What follows belongs to an exercise in optimizing a design on an open flow for small area, a short achievable clock period and few clock cycles; a production flow would make more cautious choices.
Function was checked by simulation only, so behaviour that the tests miss may differ from the original.
Power and IR drop assume default switching activity.

$ cat flow/config.mk
export PLATFORM = sky130hd
export DESIGN_NAME = CPU
export DESIGN_NICKNAME = CPU
export VERILOG_FILES = /design/flow/design.v
export SDC_FILE = /design/flow/constraint.sdc
export NUM_CORES = 4
export LEC_CHECK = 0
export CAP_MARGIN = 20
export CORE_MARGIN = 2
export CORE_UTILIZATION = 40
export SLEW_MARGIN = 20
$ cat flow/constraint.sdc
create_clock -name core_clock -period 15.0 [get_ports {Clk}]
set_input_delay 3.0000 -clock core_clock [delete_from_list [all_inputs] [get_ports {Clk}]]
set_output_delay 3.0000 -clock core_clock [all_outputs]
set_load 0.01 [all_outputs]
$ cat flow/design.v
/*verilator lint_off DECLFILENAME*/
module CPU (
    input             Clk,
    input             Reset,
    input      [31:0] Input_Data,
    output     [31:0] Address,
    output     [31:0] Output_Data,
    output     [ 3:0] Write_Enable
);
  reg  [31:0] addr_r;      
  reg  [31:2] pc_r;        
  reg  [31:2] ir_r;        
  reg         ir_v;        
  reg  [31:0] dout_r;      
  reg  [ 3:0] we_r;        
  reg         ph1;         
  reg         ph2;         
  reg         m_load;      
  reg         m_cross;     
  reg  [ 4:0] m_rd;        
  reg  [ 2:0] m_f3;        
  reg  [ 3:0] m_we2;       
  wire [31:0] ir = {ir_r, 2'b11};
  wire [ 4:0] opc = ir[6:2];
  wire [ 2:0] f3  = ir[14:12];
  wire [ 4:0] rd  = ir[11:7];
  wire [ 4:0] ra  = ir[19:15];
  wire [ 4:0] rb  = ir[24:20];
  wire op_lui    = (opc == 5'b01101);
  wire op_auipc  = (opc == 5'b00101);
  wire op_jal    = (opc == 5'b11011);
  wire op_jalr   = (opc == 5'b11001);
  wire op_branch = (opc == 5'b11000);
  wire op_load   = (opc == 5'b00000);
  wire op_store  = (opc == 5'b01000);
  wire op_imm    = (opc == 5'b00100);
  wire op_reg    = (opc == 5'b01100);
  wire [31:0] imm_i = {{20{ir[31]}}, ir[31:20]};
  wire [31:0] imm_s = {{20{ir[31]}}, ir[31:25], ir[11:7]};
  wire [31:0] imm_b = {{19{ir[31]}}, ir[31], ir[7], ir[30:25], ir[11:8], 1'b0};
  wire [31:0] imm_j = {{11{ir[31]}}, ir[31], ir[19:12], ir[20], ir[30:21], 1'b0};
  wire [31:0] imm_u = {ir[31:12], 12'h000};
  wire normal = ~ph1 & ~ph2;
  wire exec   = normal & ir_v;
  reg  [31:0] r_regs [1:31];
  wire        rf_we;
  wire [ 4:0] rf_wa;
  wire [31:0] rf_wd;
  always @(posedge Clk) begin
    if (rf_we && rf_wa != 5'd0)
      r_regs[rf_wa] <= rf_wd;
  end
  wire [31:0] rs1 = (ra == 5'd0) ? 32'h00000000 : r_regs[ra];
  wire [31:0] rs2 = (rb == 5'd0) ? 32'h00000000 : r_regs[rb];
  wire [31:0] opb = (op_reg | op_branch) ? rs2 :
                    op_store ? imm_s : imm_i;
  wire        sub = (op_reg & ir[30] & (f3 == 3'b000)) |
                    ((op_reg | op_imm) & (f3[2:1] == 2'b01)) | op_branch;
  wire [32:0] sum = {1'b0, rs1} + {1'b0, opb ^ {32{sub}}} + {32'd0, sub};
  wire        ltu = ~sum[32];
  wire        lts = (rs1[31] ^ opb[31]) ? rs1[31] : sum[31];
  wire [ 4:0] shamt = opb[4:0];
  wire        sh_left = ~f3[2];
  reg  [31:0] sh_in;
  reg  [31:0] sh_res;
  integer i;
  always @(*) begin
    for (i = 0; i < 32; i = i + 1)
      sh_in[i] = sh_left ? rs1[31 - i] : rs1[i];
  end
  wire [31:0] sh_r = $signed({ir[30] & ~sh_left & rs1[31], sh_in}) >>> shamt;
  always @(*) begin
    for (i = 0; i < 32; i = i + 1)
      sh_res[i] = sh_left ? sh_r[31 - i] : sh_r[i];
  end
  reg  [31:0] alu;
  always @(*) begin
    case (f3)
      3'b000:  alu = sum[31:0];
      3'b001:  alu = sh_res;
      3'b010:  alu = {31'd0, lts};
      3'b011:  alu = {31'd0, ltu};
      3'b100:  alu = rs1 ^ opb;
      3'b101:  alu = sh_res;
      3'b110:  alu = rs1 | opb;
      default: alu = rs1 & opb;
    endcase
  end
  wire        c_eq  = (rs1 == rs2);
  reg         cond;
  always @(*) begin
    case (f3[2:1])
      2'b11:   cond = ltu;
      2'b10:   cond = lts;
      default: cond = c_eq;
    endcase
  end
  wire        taken = op_jal | op_jalr | (op_branch & (cond ^ f3[0]));
  wire [31:0] pc_imm = op_jal ? imm_j : op_branch ? imm_b : imm_u;
  wire [31:0] pc_add = (op_lui ? 32'd0 : {pc_r, 2'b00}) + pc_imm;
  wire [31:2] target = op_jalr ? sum[31:2] : pc_add[31:2];
  wire [ 1:0] off = sum[1:0];
  wire [ 3:0] size_mask = (f3[1:0] == 2'b00) ? 4'b0001 :
                          (f3[1:0] == 2'b01) ? 4'b0011 : 4'b1111;
  wire [ 7:0] lane_mask = {4'b0000, size_mask} << off;
  wire        crosses = (lane_mask[7:4] != 4'b0000);
  reg  [31:0] st_data;
  always @(*) begin
    case (off)
      2'b00:   st_data = rs2;
      2'b01:   st_data = {rs2[23:0], rs2[31:24]};
      2'b10:   st_data = {rs2[15:0], rs2[31:16]};
      default: st_data = {rs2[ 7:0], rs2[31: 8]};
    endcase
  end
  wire [ 1:0] m_off = addr_r[1:0];
  wire [31:0] merged;
  genvar g;
  generate
    for (g = 0; g < 4; g = g + 1) begin : g_merge
      assign merged[8*g+7:8*g] = (ph2 && g >= m_off) ? dout_r[8*g+7:8*g]
                                                      : Input_Data[8*g+7:8*g];
    end
  endgenerate
  reg  [31:0] ld_rot;
  always @(*) begin
    case (m_off)
      2'b00:   ld_rot = merged;
      2'b01:   ld_rot = {merged[ 7:0], merged[31: 8]};
      2'b10:   ld_rot = {merged[15:0], merged[31:16]};
      default: ld_rot = {merged[23:0], merged[31:24]};
    endcase
  end
  reg  [31:0] ld_data;
  always @(*) begin
    case (m_f3)
      3'b000:  ld_data = {{24{ld_rot[7]}}, ld_rot[7:0]};
      3'b001:  ld_data = {{16{ld_rot[15]}}, ld_rot[15:0]};
      3'b100:  ld_data = {24'd0, ld_rot[7:0]};
      3'b101:  ld_data = {16'd0, ld_rot[15:0]};
      default: ld_data = ld_rot;
    endcase
  end
  wire ld_last = m_load & ((ph1 & ~m_cross) | ph2);
  wire wb_exec = exec & (op_lui | op_auipc | op_jal | op_jalr | op_imm | op_reg);
  assign rf_we = wb_exec | ld_last;
  assign rf_wa = normal ? rd : m_rd;
  assign rf_wd = ~normal ? ld_data :
                 (op_lui | op_auipc) ? pc_add :
                 (op_jal | op_jalr) ? {addr_r[31:2], 2'b00} : alu;
  wire        mem_op = exec & (op_load | op_store);
  wire        redirect = exec & taken;
  wire [31:2] inc_in = (ph1 & m_cross) ? addr_r[31:2] :
                       ~normal ? pc_r : addr_r[31:2];
  wire [31:2] inc = inc_in + 30'd1;
  always @(posedge Clk) begin
    if (Reset) begin
      addr_r  <= 32'h00000000;
      ir_v    <= 1'b0;
      we_r    <= 4'b0000;
      ph1     <= 1'b0;
      ph2     <= 1'b0;
    end else if (normal) begin
      ir_r <= Input_Data[31:2];
      pc_r <= addr_r[31:2];
      if (mem_op) begin
        addr_r  <= sum;
        ir_v    <= 1'b1;
        ph1     <= 1'b1;
        we_r    <= op_store ? lane_mask[3:0] : 4'b0000;
      end else if (redirect) begin
        addr_r  <= {target, 2'b00};
        ir_v    <= 1'b0;
      end else begin
        addr_r  <= {inc, 2'b00};
        ir_v    <= 1'b1;
      end
    end else if (ph1 & m_cross) begin
      addr_r  <= {inc, addr_r[1:0]};
      ph1     <= 1'b0;
      ph2     <= 1'b1;
      we_r    <= m_we2;
    end else begin
      addr_r  <= {inc, 2'b00};
      ph1     <= 1'b0;
      ph2     <= 1'b0;
      we_r    <= 4'b0000;
    end
  end
  always @(posedge Clk) begin
    if (mem_op) begin
      m_load  <= op_load;
      m_cross <= crosses;
      m_rd    <= rd;
      m_f3    <= f3;
      m_we2   <= op_store ? lane_mask[7:4] : 4'b0000;
      dout_r  <= st_data;
    end else if (ph1 & m_load) begin
      dout_r  <= Input_Data;
    end
  end
  assign Address      = addr_r;
  assign Output_Data  = dout_r;
  assign Write_Enable = we_r;
endmodule
$ cat flow/run.sh
#!/bin/bash
# synth_recipe.tcl (not shown) runs the flow's synth.tcl, then flattens the netlist and writes it again
# the make line also repeats each setting of config.mk as NAME=value (left out here)
make -C /OpenROAD-flow-scripts/flow DESIGN_CONFIG=/design/flow/config.mk WORK_HOME=/design/flow/orfs CLKGATE_MAP_FILE= SYNTH_SCRIPT=/design/flow/synth_recipe.tcl finish
==> results of run 1 <==
==> per-layer routing <==
metal / vias to the layer above / GRT usage [%] / part of all wire, %
met3: 882 / 7.378 / 11
li1: 19800 / - / -
met1: 25400 / 42.80 / 38
met5: - / 0 / 0.036
met4: 10 / 19.81 / 7.2
met2: 3739 / 48.24 / 44
==> synthesized netlist by cell type, types with 49 or more instances <==
cell / n / area share, %
mux2i_1: 308 / 4.6
clkbuf_1: 175 / 0.99
nand3_1: 86 / 0.65
buf_2: 52 / 0.39
o21ai_0: 209 / 1.6
inv_1: 98 / 0.55
xnor2_1: 103 / 1.4
nor3_1: 49 / 0.37
nand2_1: 379 / 2.1
a211oi_1: 114 / 1.3
a21o_1: 65 / 0.74
ha_1: 125 / 2.4
mux4_2: 463 / 16
o22ai_1: 92 / 0.87
dfxtp_1: 49 / 1.5
a21oi_1: 224 / 1.7
nor2_1: 367 / 2.1
edfxtp_1: 1097 / 50
==> sequential cells by signal, summed over array words and instances, names as in the netlist, 3 cells and up, named ones only <==
register,count
we_r,4
m_rd,5
addr_r,32
pc_r,30
m_we2,3
m_f3,3
r_regs,992
ir_r,30
dout_r,32
==> logic make-up (layout without fill, tap and decap cells) <==
group                    after synthesis  count (layout)
AO/OA/AOI/OAI                       1079            1079
XOR/XNOR                             143             143
adder cells (fa/ha/maj)              127             127
buffers and inverters                469             661
flip-flops                          1146            1146
multiplexers                         834             834
other                                  0               5
AND/OR/NAND/NOR                     1124            1124
==> final timing paths <==
check | from | to | slack (ps) | depth (start not counted)
setup / recovery | register | r_regs[12][29] | 5760 | 22
hold reg to reg | we_r[0] | we_r[0] | 500 | 2
setup reg to reg | register | r_regs[12][29] | 5760 | 22
hold / removal | we_r[0] | we_r[0] | 500 | 2
==> per-stage QoR <==
stage	power, mW	instances	instance area (sq um)	worst slack (ps)
after floorplan	5.111	4922	66320	7580
after global placement	6.052	7062	70150	5678
after detailed placement	6.051	7062	70180	5639
after CTS	9.242	7303	74490	5605
after global routing	9.509	7303	74500	5574
final	9.298	7308	74510	5759
==> critical path: cells and delay by family, from the launching register on <==
family | cells | cell delay (ps)
XOR/XNOR | 2 | 900
AND/OR/NAND/NOR | 5 | 1340
adder cells (fa/ha/maj) | 1 | 440
multiplexers | 2 | 490
AO/OA/AOI/OAI | 8 | 2570
buffers and inverters | 4 | 2290
flip-flops | 1 | 740
==> power by group <==
group	internal, mW	total [mW]	switching (mW)	leakage (nW)
combinational	0.749	2.31	1.57	13.2
sequential	3.69	3.77	0.0774	10.4
clock	1.81	3.22	1.41	2.05
==> area by class of cell <==
class | count | area [sq um] | area share, %
Multi-Input combinational cell | 3307 | 30440 | 40.85
Antenna cell | 5 | 12.51 | 0.01679
Clock buffer | 163 | 3472 | 4.660
Sequential cell | 1146 | 33960 | 45.57
Clock inverter | 78 | 834.6 | 1.120
Inverter | 105 | 394.1 | 0.5289
Tap cell | 2189 | 2739 | 3.676
Timing Repair Buffer | 315 | 2668 | 3.580
==> notes.md, run 1 <==
* Highest-delay cell along the critical path: dfxtp_4
* Status: complete, no violations
- In the layout the commonest cells are 1097 x edfxtp_1, 463 x mux4_2, 377 x nand2_1.
- Multiplexer cells account for 21.80% of the synthesized area.
- DPL Wire Length: between 150 and 200 mm
- The count of pins over their slew limit was 0.
- Vias per cell: about 6.8
- The initial antenna violation count was 15.
* Simple-gate area share of the yosys netlist: 7.785%
- Setup repair after global routing missed its margin: no
* Number of nets at the end of the flow: roughly 5200
- Maximum clock frequency: 108.2 MHz
* Register bit count reported by yosys: approximately 1100
- In this run the static leakage power is ~26 nW.
- Number of global-route vias before repair: approximately 48000
* Shortest period the worst path allows: 9241 ps
* Cell mode on critical path: buf_4
* CP peak stage delay: 740 ps
- Cells after synthesis: 4922
- By area, the combinational part of the netlist is dominated by multiplexers.
- During placement, the flow inserted port buffers numbering slightly above 100.
- Min-Delay Path Class: register to register
- Pin count of the biggest net entering global routing: approximately 100
- Maximum clock skew at final layout: between 40 and 50 ps
- The average instance in the mapped netlist occupies 13.48 sq um.
* CTS tree: done
* Total negative setup slack: 0 ps
- Leaving out fill and tap cells, the most frequent cell in the layout is edfxtp_1.
* Synth Area in Compound Gates: between 10 and 15%
- At the end of the flow the core is filled with cells to 45.21%.
- Crit path capture type: register
* Top_reg_cell synth: edfxtp_1
* CTS H-tree depth: 4
* Die width: 411.2 microns
- CTS Root Buffer Type: clkbuf_16
* Initial Util: just over 40%
* Mapped cell area: 0.06632 sq mm
* Sequential area share after synthesis: roughly half
- Data on the critical path is required at its endpoint by 15500 ps.
* Die Span Y: between 400 and 500 microns
- Routed wirelength normalized by instance count: between 30 and 40 microns
- Tcrit/Tclk final: a little over 60%
- After the first detailed-routing iteration, the DRC count stood at a little over 8000.
- The floorplan step defined a die boundary enclosing roughly 0.17 sq mm.
- In this run, synthesis inferred around 1100 flip-flops with an integrated enable.
- a little over 100 I/O pins were placed.
- In this run the power density over the cells is around 120 mW/mm^2.
* Post-route worst hold slack: slightly above 500 ps
* Detailed-route DRC error count: 0
- The number of nets handed over by synthesis was between 5000 and 6000.
- Total of warnings raised by yosys: 1
- Counting flops with an async set or reset pin after synthesis yields a share of 0%.
- After clock tree synthesis, the clock-pin slew on the worst setup and hold paths is 60 ps.
* Wire length of the first global-routing pass: about 380 mm
- Reported max-cap violation count: 0
* Worst slew margin: 18.06%
- Endpoints failing hold: 0
- For this run, the total global-route usage over all layers was measured as roughly a third.
- Number of core rows: between 100 and 150
- The filler cells instantiated in the layout total roughly 15000.
* Final-report setup violation count: 0
- Worst-path maximum fanout: 50
- IR analysis of the VDD net gives a maximum drop of approximately 110 uV.
- Netlist cell types: ~110
* Share of cells above drive strength 1: 20.84%
- At the worst endpoint, the arrival time is approximately 10000 ps.
* Post-synthesis share of cell area spent on xor and xnor gates: 1.888%
- The detail route stage leaves a number of antenna-violating nets equal to 0.
* PostCTS Resize Cnt: 0
- STA classifies the critical path startpoint as a register.
- In this run the standard cell core region covers 0.1648 sq mm.
* Area overhead of the layout relative to synthesis: 12.35%
* Critical path class: register to register
- Summing the areas of all fa, ha and maj instances in the mapped netlist gives 2.418% of the synthesized area.
* Remaining Overflow, GRT: 0
* First-pass iteration count of the detailed router: 11
- Total via count in the routed design: 49830
- After clock tree synthesis, the setup repair step added 0 buffers.
* Gp weighted congestion: 1.045
* Buffer depth of the longest clock path: 3
- The tree built by TritonCTS fans out to approximately 1100 sinks.
* Clock latency reported for the late side of the worst-skew pair: between 800 and 900 ps
- TritonCTS buffer count: about 130
- Buffers inserted to repair hold after CTS numbered 0.
- The critical path goes through buf_4 -> buf_4 -> buf_4 -> mux4_2 -> mux2_2 -> o22ai_1 -> a2111oi_2 -> buf_4 -> a21oi_1 -> xnor2_1 -> ha_1 -> nand4_1 -> nor2_1 -> nand2_1 -> a311oi_1 -> o21ai_0 -> a21oi_1 -> nor3b_1 -> o22ai_1 -> xnor2_1 -> a221oi_1 -> nor2_4.
- The routed design has about 280 mm of wire.
- For the pin with the worst max-slew slack, the measured transition is ~1200 ps.
Testbench counts, summed over its fixed seeds: cycles 128,057.
==> run 2: changes to the inputs <==
--- a/flow/design.v
+++ b/flow/design.v
@@ -26,4 +26,2 @@
   wire [ 4:0] rd  = ir[11:7];
-  wire [ 4:0] ra  = ir[19:15];
-  wire [ 4:0] rb  = ir[24:20];
   wire op_lui    = (opc == 5'b01101);
@@ -52,4 +50,13 @@
   end
-  wire [31:0] rs1 = (ra == 5'd0) ? 32'h00000000 : r_regs[ra];
-  wire [31:0] rs2 = (rb == 5'd0) ? 32'h00000000 : r_regs[rb];
+  reg  [31:1] ra_oh, rb_oh;
+  reg  [31:0] rs1, rs2;
+  integer k;
+  always @(*) begin
+    rs1 = 32'h00000000;
+    rs2 = 32'h00000000;
+    for (k = 1; k < 32; k = k + 1) begin
+      rs1 = rs1 | (r_regs[k] & {32{ra_oh[k]}});
+      rs2 = rs2 | (r_regs[k] & {32{rb_oh[k]}});
+    end
+  end
   wire [31:0] opb = (op_reg | op_branch) ? rs2 :
@@ -164,2 +171,6 @@
       ir_r <= Input_Data[31:2];
+      for (k = 1; k < 32; k = k + 1) begin
+        ra_oh[k] <= (Input_Data[19:15] == k[4:0]);
+        rb_oh[k] <= (Input_Data[24:20] == k[4:0]);
+      end
       pc_r <= addr_r[31:2];
==> flow/flow/run.sh (new file) <==
#!/bin/bash
set -euo pipefail
MARGIN=$(cat flow/margin.txt)
bash standard.sh SETUP_SLACK_MARGIN=$MARGIN finish > standard_flow.log 2>&1
==> flow/flow/margin.txt (new file) <==
9.5
==> flow/standard.sh (new file) <==
#!/bin/bash
# synth_recipe.tcl (not shown) runs the flow's synth.tcl, then flattens the netlist and writes it again
# the make line also repeats each setting of config.mk as NAME=value (left out here)
make -C /OpenROAD-flow-scripts/flow DESIGN_CONFIG=/design/flow/config.mk WORK_HOME=/design/flow/orfs CLKGATE_MAP_FILE= SYNTH_SCRIPT=/design/flow/synth_recipe.tcl "${@:-finish}"
removed: flow/run.sh
==> notes.md, run 2 <==
* Crit path capture type: register
* EDFF count, synth: 1159 (+5.7%)
- First-pass iteration count of the detailed router: 13 (+2)
- The core area was 0.1537 sq mm (-6.7%).
- The worst slew margin relative to its limit was 17.75% (-0.31 points).
- The horizontal extent of the die came to 397.1 microns (-3.4%).
* Wire length of the first global-routing pass: 444.8 mm (+17%)
- The count of maximum capacitance violations was 0 (unchanged).
- CTS tree: done
- The yosys synthesis warning count came to 1 (unchanged).
* Max-slew violation count: 0 (unchanged)
- Number of hold buffers added after cts: 0 (unchanged)
* Most frequent cells after synthesis: 1159 x edfxtp_1, 742 x a22oi_1, 379 x nand2_1
* Sequential area share after synthesis: 57.58% (+6.4 points)
* Buffers added on ports: 101 (unchanged)
- Worst-path maximum fanout: 15 (-70%)
* Ratio of total power to cell area: 111.7 mW/mm^2 (-11%)
- Largest registers: r_regs (992), addr_r (32), dout_r (32)
- The flip-flop count of the largest register, all copies and words added was 992 (unchanged).
- R2r setup slk: 9140 ps (+3380 ps)
* Detailed-route DRC error count: 0 (unchanged)
* Endpoints failing hold: 0 (unchanged)
* Top layer in use: met5
- The number of CTS-inserted buffers is 121 (-9.7%).
* Initial antenna violation count: 15 (unchanged)
- Setup repair after global routing could not meet its margin everywhere.
- Maximum clock skew at final layout: 117.0 ps (+72.26 ps)
- Remaining Overflow, GRT: 0 (unchanged)
* Routed wirelength normalized by instance count: 44.33 microns (+16%)
- edfxtp_1 is the most common cell in the netlist.
- The instance count of the mapped netlist is 5122 (+4.1%).
- The H-tree depth reported by CTS was 3 (-1).
- Critical Path AT: 6540 ps (-3200 ps)
- Clock slew at the register clock pins of the worst setup and hold paths: 70 ps (about the same)
- The register with the most flip-flops in the final layout is r_regs.
- Area overhead of the layout relative to synthesis: 26.17%
- The total global-route track usage was 40.98% (+8.7 points).
- The top-level port count was 102 (unchanged).
- Synthesized Nets: 5283 (+3.9%)
- The leakage power summed over all cells is 26.87 nW (+4.8%).
- After synthesis, the cell types taking the most area are edfxtp_1 56%, a22oi_1 9.0%, mux4_2 2.6%.
- Type of element launching the critical path: register
* Most frequent cells in the layout: 1159 x edfxtp_1, 730 x a22oi_1, 363 x buf_4
- Pin count of the biggest net entering global routing: 56 (-43%)
- Die Span Y: 397.1 microns (-3.4%)
- The required arrival time at the worst endpoint is 15680 ps (+180 ps).
* Netlist cell types: 90 (-16%)
- Tcrit/Tclk final: 39.08% (-23 points)
* Buffer depth of the longest clock path: 3 (unchanged)
- Maximum clock frequency: 170.6 MHz (+58%)
* Biggest area consumer among synthesized cells: edfxtp_1
- The sink count of the clock tree is 1198 (+4.5%).
- Die area: 0.1577 sq mm (-6.8%)
- Worst Tran Pin Value: 1231 ps (+14.60 ps)
- Total Wirelength: 340.7 mm (+22%)
* Length of routed met3 wiring: 60.53 mm (+89%)
- The starting density of the core is 40.21% (about the same).
- By startpoint and endpoint, the worst setup path is classified as register to register.
- The clock period minus final worst setup slack is 5861 ps (-3379 ps).
* Final-report setup violation count: 0 (unchanged)
* Number of core rows: 144 (-3.4%)
- The placer's final routability congestion estimate came to 1.028 (-1.6%).
- The average via count per standard cell was 7.613 (+12%).
- Share of synthesized registers carrying an async set or reset: 0% (unchanged)
- The total power draw came to 8.707 mW (-6.4%).
- Mean Syn Cell Area: 12.06 sq um (-10%)
- The share of cells above drive strength 1 is 23.47% (+2.6 points).
- The highest ir drop seen on vdd came to 105.6 uV (-1.2%).
- Mapped cell area: 0.06180 sq mm (-6.8%)
* CTS Root Buffer Type: clkbuf_16
- Register bit count reported by yosys: 1198 (+4.5%)
- The most used flip-flop cell after synthesis is edfxtp_1.
* Min-Delay Path Class: register to register
- The library cell used most frequently in the layout, excluding fill and tap cells, is edfxtp_1.
* Status: complete, no violations
- Total negative setup slack: 0 ps (unchanged)
- Met2 WL post-DR: 134.6 mm (+11%)
- Initial detailed-routing violation count: 13560 (+63%)
- The routed via count is 58510 (+17%).
- The top cell type's share of synthesized area is 56.32% (+6.7 points).
* Count of antenna-violating nets left after detailed routing: 0 (unchanged)
* Number of global-route vias before repair: 53120 (+11%)
- The wire length on met1 is 108.5 mm (+3.8%).
- The layout net count was 5688 (+10%).
* Clock latency reported for the late side of the worst-skew pair: 810 ps (about the same)
- DPL Wire Length: 194.3 mm (+8.6%)
run 2: changes by cell type in the layout (fill, tap and decap cells not counted), moves of 77 or more:
| cell | before | now |
|---|---|---|
| o21ai_0 | 207 | 119 |
| a21oi_1 | 219 | 142 |
| nand4_1 | 13 | 132 |
| a22oi_1 | 40 | 730 |
| buf_4 | 210 | 363 |
| nor2_1 | 327 | 229 |
| mux2i_1 | 306 | 116 |
| nand3_1 | 85 | 181 |
| o22ai_1 | 90 | 6 |
| a211oi_1 | 112 | 21 |
| mux4_2 | 463 | 72 |
| buf_12 | 4 | 82 |
run 2: per-stage QoR:
step           utilization [%]  cell area, sq um  cells  worst slack [ps]  hold slack (ps)
2_1_floorplan                -             62200   5122              9500            420.6
3_3_place_gp             43.03             66130   7087              7384            490.3
3_5_place_dp             43.03             66130   7087              7313            484.5
4_1_cts                  48.75             74920   7529              9359            502.7
5_1_grt                  50.72             77950   7677              9024            521.1
6_report                 50.73             77970   7686              9139            488.8
run 2: layout make-up:
| class | instances | area, sq um |
|---|---|---|
| diodes | 10 | 25.02 |
| repair buffers | 678 | 7612 |
| multi-input cells | 3419 | 27430 |
| repair inverters | 3 | 41.29 |
| well taps | 2044 | 2557 |
| clock buffers | 144 | 3177 |
| flip-flops and latches | 1198 | 35590 |
| inverters | 106 | 456.7 |
| clock inverters | 84 | 1086 |
| fillers | 13010 | 75720 |
run 2: what timing repair did:
action	4_1_cts	5_1_grt
gates resized for setup	474	285
pin swaps	122	141
setup endpoints to repair	1057	961
gates cloned	27	33
setup buffers	187	111
run 2: path summary, 6_finish.rpt:
kind	startpoint	endpoint	cells after the start
worst max-delay path	rb_oh[17]	addr_r[3]	20
worst min-delay path	we_r[3]	we_r[3]	2
worst max register to register	rb_oh[17]	addr_r[3]	20
worst min register to register	we_r[3]	we_r[3]	2
run 2: report_power, final:
| part | total [mW] | internal [mW] | switching (mW) |
|---|---|---|---|
| Sequential | 3.85 | 3.80 | 0.0472 |
| Clock | 3.27 | 1.87 | 1.40 |
| Combinational | 1.59 | 0.576 | 1.02 |
| Total | 8.71 | 6.24 | 2.46 |
run 2: critical path, cell delays in order (launching register included):
cell	delay, ps
edfxtp_1	550
buf_12	230
buf_8	200
a221oi_1	290
nand3_1	110
or4_4	680
o21a_1	270
xor2_1	430
ha_1	390
nand4_1	240
nor4_4	310
or4_1	160
o211ai_1	150
buf_4	200
or4_4	500
and3_4	210
a211oi_4	300
buf_4	170
buf_6	120
a221oi_2	70
o21a_1	140
run 2: logic make-up after synthesis:
group                      share of synthesized area, %
AOI/OAI and AO/OA                                 19.33
muxes                                             5.339
adders and majority gates                         2.596
xor gates and xnor gates                          2.154
DFF                                               57.58
buffers and inverters                             3.270
and+or+nand+nor                                   9.725
run 2: routing by layer:
layer	vias to the layer above	GRT usage (%)
met4	24	30.65
met2	6807	57.92
met1	28030	48.10
met5	-	1.150
li1	21420	-
met3	2239	19.48
Testbench counts of run 2, summed over its fixed seeds: cycles 128,057.
==> run 3: changes to the inputs <==
--- a/flow/design.v
+++ b/flow/design.v
@@ -46,7 +46,11 @@
   wire [31:0] rf_wd;
-  always @(posedge Clk) begin
-    if (rf_we && rf_wa != 5'd0)
-      r_regs[rf_wa] <= rf_wd;
+  reg  [31:0] wb_d;
+  reg  [ 4:0] wb_rd;
+  reg         wb_v;
+  always @(posedge Clk) begin
+    if (wb_v)
+      r_regs[wb_rd] <= wb_d;
   end
   reg  [31:1] ra_oh, rb_oh;
+  reg         ra_fw, rb_fw;
   reg  [31:0] rs1, rs2;
@@ -54,4 +58,4 @@
   always @(*) begin
-    rs1 = 32'h00000000;
-    rs2 = 32'h00000000;
+    rs1 = wb_d & {32{ra_fw}};
+    rs2 = wb_d & {32{rb_fw}};
     for (k = 1; k < 32; k = k + 1) begin
@@ -151,3 +155,4 @@
   wire ld_last = m_load & ((ph1 & ~m_cross) | ph2);
-  wire wb_exec = exec & (op_lui | op_auipc | op_jal | op_jalr | op_imm | op_reg);
+  wire wb_kind = op_lui | op_auipc | op_jal | op_jalr | op_imm | op_reg;
+  wire wb_exec = exec & wb_kind;
   assign rf_we = wb_exec | ld_last;
@@ -162,2 +167,13 @@
   wire [31:2] inc = inc_in + 30'd1;
+  wire        rd_w = exec & (wb_kind | op_load) & (rd != 5'd0);
+  wire        fw_a = rd_w & (Input_Data[19:15] == rd);
+  wire        fw_b = rd_w & (Input_Data[24:20] == rd);
+  always @(posedge Clk) begin
+    if (Reset)
+      wb_v <= 1'b0;
+    else
+      wb_v <= rf_we & (rf_wa != 5'd0);
+    wb_d  <= rf_wd;
+    wb_rd <= rf_wa;
+  end
   always @(posedge Clk) begin
@@ -170,6 +186,8 @@
     end else if (normal) begin
-      ir_r <= Input_Data[31:2];
+      ir_r  <= Input_Data[31:2];
+      ra_fw <= fw_a;
+      rb_fw <= fw_b;
       for (k = 1; k < 32; k = k + 1) begin
-        ra_oh[k] <= (Input_Data[19:15] == k[4:0]);
-        rb_oh[k] <= (Input_Data[24:20] == k[4:0]);
+        ra_oh[k] <= (Input_Data[19:15] == k[4:0]) & ~fw_a;
+        rb_oh[k] <= (Input_Data[24:20] == k[4:0]) & ~fw_b;
       end
==> flow/flow/run.sh (replaced) <==
#!/bin/bash
set -euo pipefail
read -r MARGIN TNS < flow/repair.txt
bash standard.sh SETUP_SLACK_MARGIN=$MARGIN TNS_END_PERCENT=$TNS finish > standard_flow.log 2>&1
==> flow/flow/repair.txt (new file) <==
10.5 20
removed: flow/flow/margin.txt
==> notes.md, run 3 <==
- The first-pass GRT wire length came to 452.0 mm (+1.6%).
- The detail-routed net length per standard cell came to 43.81 microns (-1.2%).
* Vias per cell: 7.456 (-2.1%)
- Detailed-route DRC error count: 0 (unchanged)
- R2r setup slk: 9210 ps (+70 ps)
- Die Span Y: 399.2 microns (+0.54%)
- The yosys synthesis warning count was 1 (unchanged).
- Combinational Power Share: 14.3% (-4.0 points)
- Buffer depth of the longest clock path: 3 (unchanged)
* Max-slew violation count: 0 (unchanged)
- Area after detailed placement: 0.06690 sq mm (+1.2%)
- Share of synthesized registers carrying an async set or reset: 0% (unchanged)
* Final-report setup violation count: 0 (unchanged)
* Pin count of the biggest net entering global routing: 61 (+8.9%)
- Top-level port count: 102 (unchanged)
- STA classifies the critical path endpoint as a register.
- Sum of buffers and inverters on the critical path: 3 (-2)
- The startpoint identified for the worst register-to-register timing path is ra_oh[9].
- The net switching power of the design came to 2.485 mW (+0.83%).
- Maximum clock skew at final layout: 44.30 ps (-72.70 ps)
* Placed Instances: 7255 (+2.4%)
- The switching share of total power was 28.40% (+0.095 points).
- Shortest period the worst path allows: 5789 ps (-72.87 ps)
- Setup repair after global routing could not meet its margin everywhere.
- The fraction of the cycle the final worst path needs was 38.59% (-0.49 points).
- The highest net fanout along the worst path came to 17 (+2).
- Core region area: 0.1557 sq mm (+1.3%)
- Initial antenna violation count: 25 (+10)
- The area growth from synthesis to layout is 22.02%.
- The number of buffers added on ports is 101 (unchanged).
* Register bit count reported by yosys: 1238 (+3.3%)
* Gp weighted congestion: 1.034 (+0.54%)
* Total Wirelength: 340.8 mm (about the same)
- Sink Count: 1238 (+3.3%)
* Worst reg2reg path depth: 21 (+5.0%)
- Post-synth top area share: 55.80% (-0.52 points)
- The cell depth of the worst hold path came to 2 (unchanged).
- CP peak stage delay: 420 ps (-260 ps)
- Number of core rows: 145 (+0.69%)
* Count of antenna-violating nets left after detailed routing: 0 (unchanged)
* Type of element launching the critical path: register
- Non-filler instance count after layout: 7780 (+1.2%)
- The estimated wirelength of the detail-placed design came to 202.4 mm (+4.2%).
- Internal cell power: 6.265 mW (+0.36%)
- The worst hold margin came to 488.8 ps (+0.04300 ps).
- Number of global-route vias before repair: 53840 (+1.4%)
* Most frequent standard cell in the layout excluding fill and tap cells: edfxtp_1
- Startpoint of the worst hold path: m_rd[0]
- Biggest area consumer among synthesized cells: edfxtp_1
- The number of synthesized flops with an enable pin was 1161 (+0.17%).
- The highest ir drop seen on vdd was 130.8 uV (+24%).
- The insertion delay to the later sink of the worst-skew pair came to 800 ps (about the same).
* Top register by number of flip-flops: r_regs
- The sequential area share after synthesis came to 58.27% (+0.69 points).
- Die area: 0.1594 sq mm (+1.1%)
- Highest-delay cell along the critical path: ha_1
* Critical Path AT: 6500 ps (-40 ps)
- Status: complete, no violations
* Reported max-cap violation count: 0 (unchanged)
- Clock slew at the register clock pins of the worst setup and hold paths: 60 ps (about the same)
- The critical path is of the register to register type.
- Die width: 399.2 microns (+0.54%)
- Endpoints failing hold: 0 (unchanged)
- The critical path goes through buf_4 -> buf_4 -> a22oi_1 -> nand4_1 -> nor2_1 -> nand2_1 -> ha_1 -> o21a_1 -> o31a_1 -> o41ai_4 -> o211ai_1 -> a21oi_2 -> o21ai_4 -> a311o_1 -> nand2b_1 -> o31a_1 -> nand4_1 -> a31o_4 -> buf_12 -> mux2_4 -> a221oi_2.
* Number of flip-flops under the largest register name: 992 (unchanged)
- The total global-route track usage came to 41.35% (+0.37 points).
- The share of cells above drive strength 1 was 20.37% (-3.1 points).
* Sequential share of power: 46.4% (+2.2 points)
- The most common cell in the synthesized netlist is edfxtp_1.
- Synthesized Nets: 5379 (+1.8%)
- Remaining Overflow, GRT: 0 (unchanged)
- The timing-limited maximum frequency was 172.8 MHz (+1.3%).
- Top_reg_cell synth: edfxtp_1
* CTS tree: done
- The count of cell types in the netlist was 86 (-4.4%).
* Synth top area cells: edfxtp_1 56%, a22oi_1 11%, ha_1 2.5%
- Final design area excluding fillers: 0.07623 sq mm (-2.2%)
- Ranked by instance count, the synthesized netlist is headed by 1161 x edfxtp_1, 913 x a22oi_1, 359 x nor2_1.
* End of the worst hold path: wb_rd[0]
- The worst register-to-register path ends at addr_r[2].
- The fraction of power consumed by the clock network was 39.3% (+1.8 points).
* Initial Util: 40.14% (-0.074 points)
- Initial detailed-routing violation count: 13400 (-1.2%)
- Ratio of total power to cell area: 114.8 mW/mm^2 (+2.8%)
* Gate family responsible for the most delay along the worst path: compound AO/OA/AOI/OAI gates
- The detailed-router iteration count before antenna repair was 11 (-2).
- The routed via count was 58010 (-0.86%).
* Worst slew margin: 21.15% (+3.4 points)
- Most frequent cells in the layout: 1161 x edfxtp_1, 905 x a22oi_1, 401 x buf_4
- The leakage power summed over all cells is 26.05 nW (-3.0%).
- The total standard cell area after synthesis came to 0.06247 sq mm (+1.1%).
- Total negative setup slack: 0 ps (unchanged)
* Number of hold buffers added after cts: 0 (unchanged)
- The required arrival time at the worst endpoint came to 15710 ps (+30 ps).
- Cells after synthesis: 5218 (+1.9%)
- Worst Tran Pin Value: 1181 ps (-49.78 ps)
- CTS Root Buffer Type: clkbuf_16
* TritonCTS buffer count: 137 (+13%)
* Post-layout utilization of the core: 48.97% (-1.8 points)
- The average instance area after synthesis was 11.97 sq um (-0.76%).
- The path class of the tightest hold or removal check is register to register.
* Number of nets at the end of the flow: 5762 (+1.3%)
- CTS H-tree depth: 4 (+1)
## run 3: how the worst max path moves through the flow
stage / cells after the start / start / end
final: 21 / ra_oh[9] / addr_r[2]
after global routing: 22 / rb_oh[1] / addr_r[2]
after CTS: 23 / rb_fw / addr_r[2]
after detailed placement: 23 / rb_oh[28] / addr_r[2]
after global placement: 22 / rb_oh[11] / addr_r[2]
after floorplan: 24 / ir_r[4] / addr_r[2]
## run 3: final cells by class
cell class                 instances  area [sq um]
timing repair buffer             598          5714
fill                           13670         79430
clock inverter                    86         863.3
timing repair inverter             5         46.29
multi-input combinational       3515         26500
clock buffer                     162          3605
sequential                      1238         36430
tap                             2058          2575
inverter                         106         473.0
antenna                           12         30.03
## run 3: worst reg2reg max path, cell delays in order, from the launching register on
cell      delay, ps
edfxtp_1        360
buf_4           300
buf_4           470
a22oi_1         260
nand4_1         180
nor2_1          390
nand2_1         370
ha_1            430
o21a_1          110
o31a_1          150
o41ai_4         280
o211ai_1        210
a21oi_2         320
o21ai_4          90
a311o_1         340
nand2b_1        110
o31a_1          130
nand4_1         180
a31o_4          340
buf_12          160
mux2_4          300
a221oi_2        220
## run 3: kinds of logic (layout without fill, tap and decap cells)
logic type	count (synthesis)	after routing	synth area share, %
AOI/OAI and AO/OA	1723	1723	19.75
xor gates and xnor gates	159	159	2.229
buffers and inverters	465	957	2.962
muxes	200	200	4.126
adders and majority gates	127	127	2.567
other	0	12	0
and+or+nand+nor	1306	1306	10.10
DFF	1238	1238	58.27
## run 3: stage by stage
stage          setup slack (ps)  total power [mW]
2_1_floorplan              9658             4.598
3_3_place_gp               7057             5.095
3_5_place_dp               6952             5.098
4_1_cts                    9434             8.608
5_1_grt                    9149             8.885
6_report                   9211             8.750
## run 3: timing repair
| item | CTS | global route |
|---|---|---|
| buffers inserted | 179 | 64 |
| gates resized for setup | 414 | 106 |
| cloned | 17 | 5 |
| endpoints found under the setup margin | 248 | 220 |
| pin swaps | 142 | 72 |
| endpoints found under the hold margin | 0 | 0 |
## run 3: per-layer routing
metal  track usage, %  vias to the layer above  part of all wire [%]
li1                 -                    21710                     -
met1            49.84                    27900                    33
met2            59.43                     6334                    41
met3            16.64                     2032                    16
met4            30.44                       29                   9.8
met5            1.029                        -                  0.14
## run 3: power groups by stage
| stage | clock network [mW] | registers [mW] | logic, mW |
|---|---|---|---|
| 2_1_floorplan | 0 | 4.09 | 0.513 |
| 3_3_place_gp | 0 | 4.14 | 0.960 |
| 3_5_place_dp | 0 | 4.13 | 0.967 |
| 4_1_cts | 3.43 | 4.05 | 1.13 |
| 5_1_grt | 3.57 | 4.06 | 1.26 |
| 6_report | 3.44 | 4.06 | 1.25 |
Testbench counts of run 3, summed over its fixed seeds: cycles 128,057.
==> run 4: changes to the inputs <==
--- a/flow/design.v
+++ b/flow/design.v
@@ -65,7 +65,8 @@
   end
-  wire [31:0] opb = (op_reg | op_branch) ? rs2 :
+  wire [31:0] opb = op_reg ? rs2 :
                     op_store ? imm_s : imm_i;
   wire        sub = (op_reg & ir[30] & (f3 == 3'b000)) |
-                    ((op_reg | op_imm) & (f3[2:1] == 2'b01)) | op_branch;
-  wire [32:0] sum = {1'b0, rs1} + {1'b0, opb ^ {32{sub}}} + {32'd0, sub};
+                    ((op_reg | op_imm) & (f3[2:1] == 2'b01));
+  wire [32:0] sum;
+  add32 u_add (.a(rs1), .b(opb ^ {32{sub}}), .ci(sub), .s(sum));
   wire        ltu = ~sum[32];
@@ -100,2 +101,4 @@
   wire        c_eq  = (rs1 == rs2);
+  wire        c_ltu = (rs1 < rs2);
+  wire        c_lt  = ($signed(rs1) < $signed(rs2));
   reg         cond;
@@ -103,4 +106,4 @@
     case (f3[2:1])
-      2'b11:   cond = ltu;
-      2'b10:   cond = lts;
+      2'b11:   cond = c_ltu;
+      2'b10:   cond = c_lt;
       default: cond = c_eq;
@@ -234 +237,26 @@
 endmodule
+module add32 (
+    input  [31:0] a,
+    input  [31:0] b,
+    input         ci,
+    output [32:0] s
+);
+  wire [31:0] p0 = a ^ b;
+  reg  [31:0] g, p;
+  integer l, i, j;
+  always @(*) begin
+    g = a & b;
+    p = p0;
+    g[0] = g[0] | (p0[0] & ci);
+    for (l = 0; l < 5; l = l + 1) begin
+      for (i = 0; i < 32; i = i + 1) begin
+        if (i[l]) begin
+          j = ((i >> l) << l) - 1;
+          g[i] = g[i] | (p[i] & g[j]);
+          p[i] = p[i] & p[j];
+        end
+      end
+    end
+  end
+  assign s = {g[31], p0 ^ {g[30:0], ci}};
+endmodule
==> flow/flow/run.sh (replaced) <==
#!/bin/bash
set -euo pipefail
read -r MARGIN TNS < flow/repair.txt
bash standard.sh SETUP_SLACK_MARGIN=$MARGIN TNS_END_PERCENT=$TNS MATCH_CELL_FOOTPRINT=0 finish > standard_flow.log 2>&1
==> notes.md, run 4 <==
- Status: complete, no violations
- Clock latency reported for the late side of the worst-skew pair: 820 ps (+20 ps)
- The worst register-to-register path begins at rb_oh[21].
* Initial Util: 40.33% (+0.19 points)
* Min-Delay Path Class: register to register
- TritonCTS built the clock tree.
- Worst Tran Pin Value: 1200 ps (+19.17 ps)
- Total GRT Usage: 42.70% (+1.3 points)
* Switching Share: 28.44% (+0.034 points)
- Cell mode on critical path: a21oi_4
* Count of antenna-violating nets left after detailed routing: 0 (unchanged)
- Crit path capture type: register
- Synth top area cells: edfxtp_1 54%, a22oi_1 11%, ha_1 3.0%
- Reported max-cap violation count: 0 (unchanged)
- The fraction of the cycle the final worst path needs is 36.00% (-2.6 points).
- Sink Count: 1238 (unchanged)
- The proportion of power drawn by flip-flops and latches is 46.1% (-0.3 points).
- Register bit count reported by yosys: 1238 (unchanged)
* Setup repair after global routing missed its margin: yes
- Initial detailed-routing violation count: 14550 (+8.6%)
* Total via count in the routed design: 60480 (+4.3%)
- Final-report setup violation count: 0 (unchanged)
- Leakage power: 27.32 nW (+4.9%)
- Share of cells above drive strength 1: 21.69% (+1.3 points)
- EDFF count, synth: 1161 (unchanged)
- The total standard cell area after synthesis is 0.06402 sq mm (+2.5%).
* Top register by number of flip-flops: r_regs
* CP peak stage delay: 690 ps (+270 ps)
* R2r setup slk: 9600 ps (+390 ps)
- Biggest area consumer among synthesized cells: edfxtp_1
- Number of core rows: 146 (+0.69%)
- Internal cell power: 6.280 mW (+0.24%)
- The cell sitting at the root of the clock tree is a clkbuf_16.
* Critical path class: register to register
- The total nets after synthesis came to 5552 (+3.2%).
* Most frequent cells in the layout: 1161 x edfxtp_1, 902 x a22oi_1, 359 x buf_4
- Share of synthesized registers carrying an async set or reset: 0% (unchanged)
- The clock period minus final worst setup slack was 5400 ps (-388.7 ps).
- Core region area: 0.1587 sq mm (+2.0%)
- The top cell type's share of synthesized area was 54.46% (-1.3 points).
- Critical Path AT: 6060 ps (-440 ps)
* Worst slew margin: 19.83% (-1.3 points)
- The number of buffers added on ports is 101 (unchanged).
- The H-tree depth reported by CTS came to 4 (unchanged).
* Maximum clock frequency: 185.2 MHz (+7.2%)
- Top-level port count: 102 (unchanged)
- The estimated wirelength of the detail-placed design is 217.5 mm (+7.5%).
* Total Wirelength: 359.4 mm (+5.4%)
- The placer's final routability congestion estimate was 1.064 (+2.9%).
- Req. time, crit path: 15660 ps (-50 ps)
- The average instance area after synthesis is 11.95 sq um (-0.17%).
- The accumulated negative setup slack is 0 ps (unchanged).
- The total non-filler cell area in the finished layout was 0.07867 sq mm (+3.2%).
* Combinational Power Share: 14.2% (about the same)
- The horizontal extent of the die came to 404.1 microns (+1.2%).
- The initial antenna violation count is 23 (-8.0%).
- Buffer depth of the longest clock path: 3 (unchanged)
- The count of pins over their slew limit came to 0 (unchanged).
* Most frequent cells after synthesis: 1161 x edfxtp_1, 929 x a22oi_1, 358 x nand2_1
* Startpoint of the worst hold path: m_rd[4]
- Worst IR Drop VDD: 124.9 uV (-4.5%)
- Detailed-route DRC error count: 0 (unchanged)
* Ratio of total power to cell area: 111.6 mW/mm^2 (-2.8%)
- Critical R2R Capture: wb_d[29]
- Cells after synthesis: 5356 (+2.6%)
- The overall die height is 404.1 microns (+1.2%).
* Wire length of the first global-routing pass: 478.0 mm (+5.7%)
* Area after detailed placement: 0.06802 sq mm (+1.7%)
* Number of global-route vias before repair: 56470 (+4.9%)
- The detailed-router iteration count before antenna repair was 14 (+3).
* Remaining Overflow, GRT: 0 (unchanged)
- The count of cell types in the netlist came to 90 (+4.7%).
- Pin count of the biggest net entering global routing: 78 (+28%)
- By instance count, the leading cell after synthesis is edfxtp_1.
- Highest-delay cell along the critical path: nor4_4
* Routed wirelength normalized by instance count: 45.19 microns (+3.2%)
* Vias per cell: 7.606 (+2.0%)
- The setup skew after layout is 65.36 ps (+21.05 ps).
* Sequential area share after synthesis: 56.86% (-1.4 points)
- The depth of the worst register-to-register path is 23 (+9.5%).
- Cells on Worst Hold Path: 2 (unchanged)
- The flip-flop count of the largest register, all copies and words added was 992 (unchanged).
* Type of element launching the critical path: register
- The number of failing hold endpoints at the final stage is 0 (unchanged).
* Net load switching power: 2.495 mW (+0.41%)
- For this run, the leading register cell type out of synthesis is edfxtp_1.
- The fraction of power consumed by the clock network is 39.7% (+0.4 points).
* Clock slew at the register clock pins of the worst setup and hold paths: 60 ps (about the same)
* Total of warnings raised by yosys: 2 (+1)
* Die area: 0.1633 sq mm (+2.4%)
- The path with the worst hold slack has its endpoint at wb_rd[4].
* Series of cell instances along the critical path: buf_6 -> buf_12 -> a22oi_2 -> nand4_1 -> nor4_4 -> buf_6 -> a21oi_4 -> buf_12 -> clkinv_16 -> a21oi_4 -> fa_2 -> nor2b_2 -> o31a_1 -> o211ai_1 -> a21o_1 -> o2bb2ai_4 -> a21oi_4 -> a311oi_4 -> buf_4 -> xnor2_4 -> nor2_2 -> a2111oi_2 -> o221ai_1
* Most frequent standard cell in the layout excluding fill and tap cells: edfxtp_1
- The layout net count is 5951 (+3.3%).
- Worst-path maximum fanout: 5 (-12)
- The number of CTS-inserted buffers was 135 (-1.5%).
- Area overhead of the layout relative to synthesis: 22.88%
[run 4: cell types whose count changed after synthesis, sizes merged, moves of 25 or more]
| cell | delta |
|---|---|
| a211oi | +31 |
| xnor2 | -43 |
| clkbuf | -25 |
| ha | +31 |
| nor2 | -73 |
| o21ai | +62 |
| inv | +26 |
| mux2i | -28 |
| buf | +52 |
[run 4: worst max-delay path: cells and delay by family, from the launching register on]
kind | cells | cell delay (ps)
AOI/OAI and AO/OA | 11 | 2000
xor gates and xnor gates | 1 | 130
adders and majority gates | 1 | 480
buffers and inverters | 6 | 970
DFF | 1 | 580
and+or+nand+nor | 4 | 1080
[run 4: kinds of logic after synthesis]
family                     Yosys count  synth area share (%)
AOI/OAI and AO/OA                 1879                 21.05
xor gates and xnor gates           120                 1.642
and+or+nand+nor                   1259                 9.922
muxes                              183                 3.606
adders and majority gates          162                 3.236
buffers and inverters              515                 3.678
DFF                               1238                 56.86
[run 4: cell type report]
cell class	instances	area [sq um]
Multi-Input combinational cell	3608	27870
Timing Repair inverter	4	50.05
Fill cell	13840	80080
Tap cell	2072	2592
Antenna cell	16	40.04
Clock inverter	81	980.9
Sequential cell	1238	36420
Clock buffer	165	3552
Inverter	129	585.6
Timing Repair Buffer	639	6573
[run 4: power by group through the flow]
stage / clock [mW] / sequential, mW / combinational, mW
floorplan: 0 / 4.08 / 0.491
global placement: 0 / 4.12 / 0.938
detailed placement: 0 / 4.12 / 0.943
CTS: 3.47 / 4.04 / 1.12
global route: 3.61 / 4.05 / 1.24
finish: 3.48 / 4.05 / 1.24
[run 4: per-layer routing]
layer / vias up / GRT usage, % / part of all wire (%)
met4: 26 / 35.05 / 11
met3: 2238 / 17.94 / 16
li1: 22440 / - / -
met2: 6708 / 61.04 / 41
met5: - / 1.011 / 0.071
met1: 29070 / 49.79 / 33
[run 4: metrics by stage]
stage                     util [%]  total power, mW  setup slack, ps  hold WS [ps]  std cells
after floorplan                  -            4.574            10040         424.4       5356
after CTS                    48.72            8.625             9844         489.3       7869
final                        49.56            8.776             9600         491.7       7952
after global routing         49.54            8.902             9629         518.2       7939
after global placement       42.83            5.060             7627         465.5       7391
after detailed placement     42.85            5.061             7633         470.7       7392
[run 4: repair_timing]
action | in CTS | in global routing
gates cloned | 24 | 1
resized for setup | 620 | 152
endpoints found under the hold margin | 0 | 0
setup endpoints to repair | 260 | 234
setup buffers | 207 | 66
pin swaps | 135 | 87
hold buffers | 0 | 0
[run 4: how the worst max path moves through the flow]
stage | endpoint | startpoint | cells after the start | slack [ps]
floorplan | addr_r[26] | Reset | 4 | 10040
CTS | Address[1] | addr_r[1] | 2 | 9840
detailed placement | addr_r[12] | ra_oh[29] | 18 | 7630
global placement | addr_r[12] | ra_oh[29] | 18 | 7630
finish | wb_d[29] | rb_oh[21] | 23 | 9600
global route | wb_d[29] | rb_oh[29] | 23 | 9630
Testbench counts of run 4, summed over its fixed seeds: cycles 128,057.
==> run 5: changes to the inputs <==
--- a/flow/design.v
+++ b/flow/design.v
@@ -22,2 +22,3 @@
   reg  [ 3:0] m_we2;       
+  reg  [ 1:0] m_off;       
   wire [31:0] ir = {ir_r, 2'b11};
@@ -53,4 +54,4 @@
   end
-  reg  [31:1] ra_oh, rb_oh;
-  reg         ra_fw, rb_fw;
+  reg  [31:1] ra_oh, rb_oh, ra_oh_h, rb_oh_h;
+  reg         ra_fw, rb_fw, ra_fw_h, rb_fw_h;
   reg  [31:0] rs1, rs2;
@@ -58,7 +59,7 @@
   always @(*) begin
-    rs1 = wb_d & {32{ra_fw}};
-    rs2 = wb_d & {32{rb_fw}};
+    rs1 = {wb_d[31:16] & {16{ra_fw_h}}, wb_d[15:0] & {16{ra_fw}}};
+    rs2 = {wb_d[31:16] & {16{rb_fw_h}}, wb_d[15:0] & {16{rb_fw}}};
     for (k = 1; k < 32; k = k + 1) begin
-      rs1 = rs1 | (r_regs[k] & {32{ra_oh[k]}});
-      rs2 = rs2 | (r_regs[k] & {32{rb_oh[k]}});
+      rs1 = rs1 | (r_regs[k] & {{16{ra_oh_h[k]}}, {16{ra_oh[k]}}});
+      rs2 = rs2 | (r_regs[k] & {{16{rb_oh_h[k]}}, {16{rb_oh[k]}}});
     end
@@ -87,15 +88,2 @@
   end
-  reg  [31:0] alu;
-  always @(*) begin
-    case (f3)
-      3'b000:  alu = sum[31:0];
-      3'b001:  alu = sh_res;
-      3'b010:  alu = {31'd0, lts};
-      3'b011:  alu = {31'd0, ltu};
-      3'b100:  alu = rs1 ^ opb;
-      3'b101:  alu = sh_res;
-      3'b110:  alu = rs1 | opb;
-      default: alu = rs1 & opb;
-    endcase
-  end
   wire        c_eq  = (rs1 == rs2);
@@ -129,3 +117,2 @@
   end
-  wire [ 1:0] m_off = addr_r[1:0];
   wire [31:0] merged;
@@ -162,5 +149,22 @@
   assign rf_wa = normal ? rd : m_rd;
-  assign rf_wd = ~normal ? ld_data :
-                 (op_lui | op_auipc) ? pc_add :
-                 (op_jal | op_jalr) ? {addr_r[31:2], 2'b00} : alu;
+  wire s_alu  = normal & (op_reg | op_imm);
+  wire s_sum  = s_alu & (f3 == 3'b000);
+  wire s_sh   = s_alu & (f3[1:0] == 2'b01);
+  wire s_slt  = s_alu & (f3 == 3'b010);
+  wire s_sltu = s_alu & (f3 == 3'b011);
+  wire s_xor  = s_alu & (f3 == 3'b100);
+  wire s_or   = s_alu & (f3 == 3'b110);
+  wire s_and  = s_alu & (f3 == 3'b111);
+  wire s_pc   = normal & (op_lui | op_auipc);
+  wire s_link = normal & (op_jal | op_jalr);
+  wire s_ld   = ~normal;
+  assign rf_wd = (sum[31:0]             & {32{s_sum}})  |
+                 (sh_res                & {32{s_sh}})   |
+                 {31'd0, (lts & s_slt) | (ltu & s_sltu)} |
+                 ((rs1 ^ opb)           & {32{s_xor}})  |
+                 ((rs1 | opb)           & {32{s_or}})   |
+                 ((rs1 & opb)           & {32{s_and}})  |
+                 (pc_add                & {32{s_pc}})   |
+                 ({addr_r[31:2], 2'b00} & {32{s_link}}) |
+                 (ld_data               & {32{s_ld}});
   wire        mem_op = exec & (op_load | op_store);
@@ -170,5 +174,25 @@
   wire [31:2] inc = inc_in + 30'd1;
-  wire        rd_w = exec & (wb_kind | op_load) & (rd != 5'd0);
-  wire        fw_a = rd_w & (Input_Data[19:15] == rd);
-  wire        fw_b = rd_w & (Input_Data[24:20] == rd);
+  wire        rd_w = normal ? exec & (wb_kind | op_load) & (rd != 5'd0)
+                            : m_load & (m_rd != 5'd0);
+  wire [ 4:0] rd_ref = normal ? rd : m_rd;
+  wire [ 4:0] sel_a = normal ? Input_Data[19:15] : ir_r[19:15];
+  wire [ 4:0] sel_b = normal ? Input_Data[24:20] : ir_r[24:20];
+  wire        fw_a = rd_w & (sel_a == rd_ref);
+  wire        fw_b = rd_w & (sel_b == rd_ref);
+  wire [31:0] dec_a = 32'd1 << sel_a;
+  wire [31:0] dec_b = 32'd1 << sel_b;
+  wire        fw_a_h = rd_w & ~|(sel_a ^ rd_ref);
+  wire        fw_b_h = rd_w & ~|(sel_b ^ rd_ref);
+  always @(posedge Clk) begin
+    ra_fw   <= fw_a;
+    rb_fw   <= fw_b;
+    ra_fw_h <= fw_a_h;
+    rb_fw_h <= fw_b_h;
+    for (k = 1; k < 32; k = k + 1) begin
+      ra_oh[k]   <= (sel_a == k[4:0]) & ~fw_a;
+      rb_oh[k]   <= (sel_b == k[4:0]) & ~fw_b;
+      ra_oh_h[k] <= dec_a[k] & ~fw_a_h;
+      rb_oh_h[k] <= dec_b[k] & ~fw_b_h;
+    end
+  end
   always @(posedge Clk) begin
@@ -190,8 +214,2 @@
       ir_r  <= Input_Data[31:2];
-      ra_fw <= fw_a;
-      rb_fw <= fw_b;
-      for (k = 1; k < 32; k = k + 1) begin
-        ra_oh[k] <= (Input_Data[19:15] == k[4:0]) & ~fw_a;
-        rb_oh[k] <= (Input_Data[24:20] == k[4:0]) & ~fw_b;
-      end
       pc_r <= addr_r[31:2];
@@ -227,2 +245,3 @@
       m_f3    <= f3;
+      m_off   <= sum[1:0];
       m_we2   <= op_store ? lane_mask[7:4] : 4'b0000;
==> flow/flow/run.sh (replaced) <==
#!/bin/bash
set -euo pipefail
read -r MARGIN TNS < flow/repair.txt
DONT_USE=$(cat flow/dont_use.txt)
bash standard.sh SETUP_SLACK_MARGIN=$MARGIN TNS_END_PERCENT=$TNS MATCH_CELL_FOOTPRINT=0 \
  "DONT_USE_CELLS=$DONT_USE" finish > standard_flow.log 2>&1
==> flow/flow/dont_use.txt (new file) <==
DONT_USE_CELLS: sky130_fd_sc_hd__probe_p_8 sky130_fd_sc_hd__probec_p_8 sky130_fd_sc_hd__lpflow_bleeder_1 sky130_fd_sc_hd__lpflow_clkbufkapwr_1 sky130_fd_sc_hd__lpflow_clkbufkapwr_16 sky130_fd_sc_hd__lpflow_clkbufkapwr_2 sky130_fd_sc_hd__lpflow_clkbufkapwr_4 sky130_fd_sc_hd__lpflow_clkbufkapwr_8 sky130_fd_sc_hd__lpflow_clkinvkapwr_1 sky130_fd_sc_hd__lpflow_clkinvkapwr_16 sky130_fd_sc_hd__lpflow_clkinvkapwr_2 sky130_fd_sc_hd__lpflow_clkinvkapwr_4 sky130_fd_sc_hd__lpflow_clkinvkapwr_8 sky130_fd_sc_hd__lpflow_decapkapwr_12 sky130_fd_sc_hd__lpflow_decapkapwr_3 sky130_fd_sc_hd__lpflow_decapkapwr_4 sky130_fd_sc_hd__lpflow_decapkapwr_6 sky130_fd_sc_hd__lpflow_decapkapwr_8 sky130_fd_sc_hd__lpflow_inputiso0n_1 sky130_fd_sc_hd__lpflow_inputiso0p_1 sky130_fd_sc_hd__lpflow_inputiso1n_1 sky130_fd_sc_hd__lpflow_inputiso1p_1 sky130_fd_sc_hd__lpflow_inputisolatch_1 sky130_fd_sc_hd__lpflow_isobufsrc_1 sky130_fd_sc_hd__lpflow_isobufsrc_16 sky130_fd_sc_hd__lpflow_isobufsrc_2 sky130_fd_sc_hd__lpflow_isobufsrc_4 sky130_fd_sc_hd__lpflow_isobufsrc_8 sky130_fd_sc_hd__lpflow_isobufsrckapwr_16 sky130_fd_sc_hd__lpflow_lsbuf_lh_hl_isowell_tap_1 sky130_fd_sc_hd__lpflow_lsbuf_lh_hl_isowell_tap_2 sky130_fd_sc_hd__lpflow_lsbuf_lh_hl_isowell_tap_4 sky130_fd_sc_hd__lpflow_lsbuf_lh_isowell_4 sky130_fd_sc_hd__lpflow_lsbuf_lh_isowell_tap_1 sky130_fd_sc_hd__lpflow_lsbuf_lh_isowell_tap_2 sky130_fd_sc_hd__lpflow_lsbuf_lh_isowell_tap_4 sky130_fd_sc_hd__ha_1 sky130_fd_sc_hd__ha_2 sky130_fd_sc_hd__ha_4 sky130_fd_sc_hd__fa_1 sky130_fd_sc_hd__fa_2 sky130_fd_sc_hd__fa_4 sky130_fd_sc_hd__clkdlybuf4s15_1 sky130_fd_sc_hd__clkdlybuf4s15_2 sky130_fd_sc_hd__clkdlybuf4s18_1 sky130_fd_sc_hd__clkdlybuf4s18_2 sky130_fd_sc_hd__clkdlybuf4s25_1 sky130_fd_sc_hd__clkdlybuf4s25_2 sky130_fd_sc_hd__clkdlybuf4s50_1 sky130_fd_sc_hd__clkdlybuf4s50_2 sky130_fd_sc_hd__dlymetal6s2s_1 sky130_fd_sc_hd__dlymetal6s4s_1 sky130_fd_sc_hd__dlymetal6s6s_1
==> flow/flow/repair.txt (replaced) <==
10.3 10
--- a/flow/config.mk
+++ b/flow/config.mk
@@ -9,3 +9,3 @@
 export CORE_MARGIN = 2
-export CORE_UTILIZATION = 40
+export CORE_UTILIZATION = 45
 export SLEW_MARGIN = 20
==> notes.md, run 5 <==
- Leakage power: 25.66 nW (-6.1%)
- The detail-routed net length per standard cell came to 43.43 microns (-3.9%).
* Total GRT Usage: 46.18% (+3.5 points)
* EDFF count, synth: 1099 (-5.3%)
- Worst slew margin: 14.26% (-5.6 points)
- The sequential area share after synthesis is 57.14% (+0.28 points).
* CTS H-tree depth: 4 (unchanged)
- The placement-stage worst setup slack came to 7754 ps (+120.5 ps).
* Shortest period the worst path allows: 4944 ps (-455.6 ps)
* Maximum clock frequency: 202.3 MHz (+9.2%)
* Cells on Worst Hold Path: 1 (-1)
- The most used flip-flop cell after synthesis is edfxtp_1.
- Share of synthesized registers carrying an async set or reset: 0% (unchanged)
- The worst hold path begins at addr_r[1].
* DPL Wire Length: 226.0 mm (+3.9%)
- The top cell type's share of synthesized area is 50.88% (-3.6 points).
* Synthesized Nets: 5756 (+3.7%)
- The violation count after the first detailed-route iteration is 12710 (-13%).
* Post-route worst hold slack: 481.5 ps (-10.19 ps)
- TritonCTS built the clock tree.
* Sum of buffers and inverters on the critical path: 2 (-4)
- Number of flip-flops under the largest register name: 992 (unchanged)
* Type of element launching the critical path: input port
- The total standard cell area after synthesis came to 0.06486 sq mm (+1.3%).
- Worst-path maximum fanout: 8 (+3)
- Buffer depth of the longest clock path: 3 (unchanged)
- In this run the critical register-to-register path is launched from rb_oh[23].
* Critical path class: input port to register
* Series of cell instances along the critical path: buf_1 -> buf_1 -> mux2i_1 -> xnor2_1 -> nand4_1 -> nor3_4 -> nor2_1 -> nand2_1 -> nor2_1
* Number of core rows: 139 (-4.8%)
* Core region area: 0.1433 sq mm (-9.7%)
- Pin count of the biggest net entering global routing: 72 (-7.7%)
- Critical Path AT: 5600 ps (-460 ps)
* Total negative setup slack: 0 ps (unchanged)
- The top cell types in the final layout, fill and taps aside, are 1099 x edfxtp_1, 1004 x a22oi_1, 399 x nand2_1.
- Setup repair after global routing could not meet its margin everywhere.
* Initial Util: 45.26% (+4.9 points)
- The number of cells after detailed placement is 7520 (+1.7%).
* Endpoints failing hold: 0 (unchanged)
- The number of remaining DRC errors was 0 (unchanged).
* Final WS setup: 10060 ps (+455.6 ps)
- The number of CTS-inserted buffers came to 141 (+4.4%).
- The path with the worst hold slack has its endpoint at addr_r[1].
* Status: complete, no violations
- The overall die height came to 383.7 microns (-5.0%).
- The layout net count came to 6132 (+3.0%).
- Critical R2R Capture: wb_d[21]
* Top register by number of flip-flops: r_regs
- Vias per cell: 7.571 (-0.45%)
* Worst reg2reg path depth: 18 (-22%)
* Initial antenna violation count: 15 (-35%)
- The share of cells above drive strength 1 came to 18.31% (-3.4 points).
* CP peak stage delay: 480 ps (-210 ps)
- The first-pass GRT wire length came to 467.6 mm (-2.2%).
- Mean Syn Cell Area: 11.34 sq um (-5.2%)
- The power density normalized to cell area came to 120.1 mW/mm^2 (+7.6%).
- The setup skew after layout came to 48.86 ps (-16.50 ps).
- Clock latency reported for the late side of the worst-skew pair: 820 ps (about the same)
* Min-Delay Path Class: register to register
* Top-level port count: 102 (unchanged)
- Die area: 0.1472 sq mm (-9.8%)
- The slowest stage of the critical path belongs to the cell nand2_1.
- Synth top area cells: edfxtp_1 51%, a22oi_1 12%, dfxtp_1 6.3%
- Area overhead of the layout relative to synthesis: 18.88%
* Remaining Overflow, GRT: 0 (unchanged)
* Tcrit/Tclk final: 32.96% (-3.0 points)
* Clock slew at the register clock pins of the worst setup and hold paths: 60 ps (about the same)
* Post-layout utilization of the core: 53.81% (+4.3 points)
- Crit path capture type: register
* Most frequent cells after synthesis: 1099 x edfxtp_1, 1023 x a22oi_1, 404 x nand2_1
- The total setup violations reported at the end of the flow is 0 (unchanged).
- The number of global-route vias before repair came to 55660 (-1.4%).
- The transition time at the pin with the least slew margin was 1283 ps (+82.80 ps).
- The final routed wirelength across all metal layers was 353.0 mm (-1.8%).
- Cells after synthesis: 5722 (+6.8%)
- Yosys instantiated no cell more often than edfxtp_1.
- The detailed-router iteration count before antenna repair is 13 (-1).
- Area after detailed placement: 0.06758 sq mm (-0.65%)
- The count of cell types in the netlist is 114 (+27%).
* Reported max-cap violation count: 0 (unchanged)
- Gp weighted congestion: 1.042 (-2.0%)
- The count of pins over their slew limit is 0 (unchanged).
- The total power draw is 9.259 mW (+5.5%).
* Sink Count: 1302 (+5.2%)
- The routed via count came to 61530 (+1.7%).
- The number of antenna-violating nets in the routed design was 0 (unchanged).
- CTS Root Buffer Type: clkbuf_16
* Buffers added on ports: 101 (unchanged)
* Register bit count reported by yosys: 1302 (+5.2%)
- Req. time, crit path: 15650 ps (about the same)
* Worst IR Drop VDD: 101.0 uV (-19%)
* Biggest area consumer among synthesized cells: edfxtp_1
- Most frequent standard cell in the layout excluding fill and tap cells: edfxtp_1
- The total non-filler cell area in the finished layout is 0.07711 sq mm (-2.0%).
* Die width: 383.7 microns (-5.0%)
- The worst setup slack for register-to-register paths is 10130 ps (+530 ps).
* Gate family responsible for the most delay along the worst path: simple AND/OR/NAND/NOR gates
- The yosys synthesis warning count is 2 (unchanged).
* Non-filler instance count after layout: 8127 (+2.2%)
==> run 5: changes by cell type after synthesis, sizes merged, moves of 100 or more <==
cell    previous run  this run
ha               156         0
clkbuf           216       367
mux2i             96       227
dfxtp             77       203
nor2             286       392
xnor2             54       158
a22oi            930      1030
==> run 5: layout make-up <==
type | count | area [sq um]
timing repair buffer | 717 | 4478
clock buffer | 181 | 3802
inverter | 69 | 272.8
antenna | 10 | 25.02
tap | 1903 | 2381
multi-input combinational | 3866 | 27740
timing repair inverter | 1 | 5.005
sequential | 1302 | 37410
fill | 12430 | 66190
clock inverter | 78 | 996.0
==> run 5: worst max-delay path by stage <==
stage                         startpoint          to  depth (start not counted)
after floorplan                    Reset  addr_r[21]                          5
after global placement        rb_oh_h[3]  addr_r[26]                         17
after detailed placement      rb_oh_h[3]  addr_r[26]                         17
after CTS                      rb_oh[20]    wb_d[10]                         17
after global routing             ir_r[3]    wb_d[21]                         19
final                     Input_Data[21]    rb_oh[4]                          9
==> run 5: routing by layer <==
layer	wire, microns	global-route usage [%]
met5	604	0.6823
met4	34350	33.66
met3	56700	19.95
met2	140200	64.12
met1	121200	56.91
==> run 5: cell families (layout without fill, tap and decap cells) <==
logic type,after synthesis,count (layout),synth area share [%]
compound gates,1918,1919,20.70
xor+xnor,199,199,2.699
fa+ha+maj,45,45,0.7060
buf+inv,563,1046,3.547
flops,1302,1302,57.14
mux,249,251,3.960
other cells,0,10,0
simple gates,1446,1452,11.25
==> run 5: timing repair <==
action,CTS,global route
endpoints found under the setup margin,222,186
gates cloned,9,4
pin swaps,35,117
resized for setup,602,543
buffers inserted,94,228
hold buffers,0,0
==> run 5: worst reg2reg max path, cell delays in order (launching register included) <==
cell	delay (ps)
dfxtp_2	660
buf_2	410
a22oi_2	130
nand4_1	150
nor4_4	70
buf_6	160
a211o_4	380
maj3_1	350
mux2i_1	260
o32ai_2	150
o211a_1	190
a2bb2oi_4	180
buf_1	130
a2111oi_4	430
o31ai_4	130
maj3_1	360
o22ai_1	180
xor2_1	290
o21ai_0	130
==> run 5: power breakdown <==
group | leakage, nW | switching (mW) | internal, mW | total, mW
Sequential | 11.9 | 0.132 | 3.96 | 4.09
Combinational | 11.4 | 1.02 | 0.510 | 1.53
Clock | 2.32 | 1.56 | 2.08 | 3.64
Testbench counts of run 5, summed over its fixed seeds: cycles 128,057.

separate check: timing with driven ports:
The results above use ideal ports. As a check the final layouts listed here were re-extracted and re-timed, cells and wires unchanged.
Step 1 sets driving cells, clkbuf_16 on the clock port and buf_2 on the other inputs (assumed; they add their load-dependent delay and slew).
Step 2 moves the port delays by t, midway between the first and last clock arrival at a register: inputs arrive t later, outputs are due t later. That takes back most of the time a late clock gives input paths.
Three values: no drivers, after step 1, after step 2; two values: the first two.
run | t, ns | setup slack, ns | worst slew at a driven data input, ns
run 1 | 0.887 | 5.759 / 5.759 / 5.759 | 0.04
run 2 | 0.829 | 9.139 / 9.139 / 8.736 | 0.06
run 3 | 0.868 | 9.211 / 9.211 / 8.902 | 0.04
run 4 | 0.869 | 9.600 / 9.600 / 9.110 | 0.04
run 5 | 0.883 | 10.056 / 10.120 / 9.237 | 0.07
After both steps setup and hold are still met in every run listed. The setup slack of run 5, which loses most, moves by +0.064 ns with the drivers and by -0.819 ns with both steps.
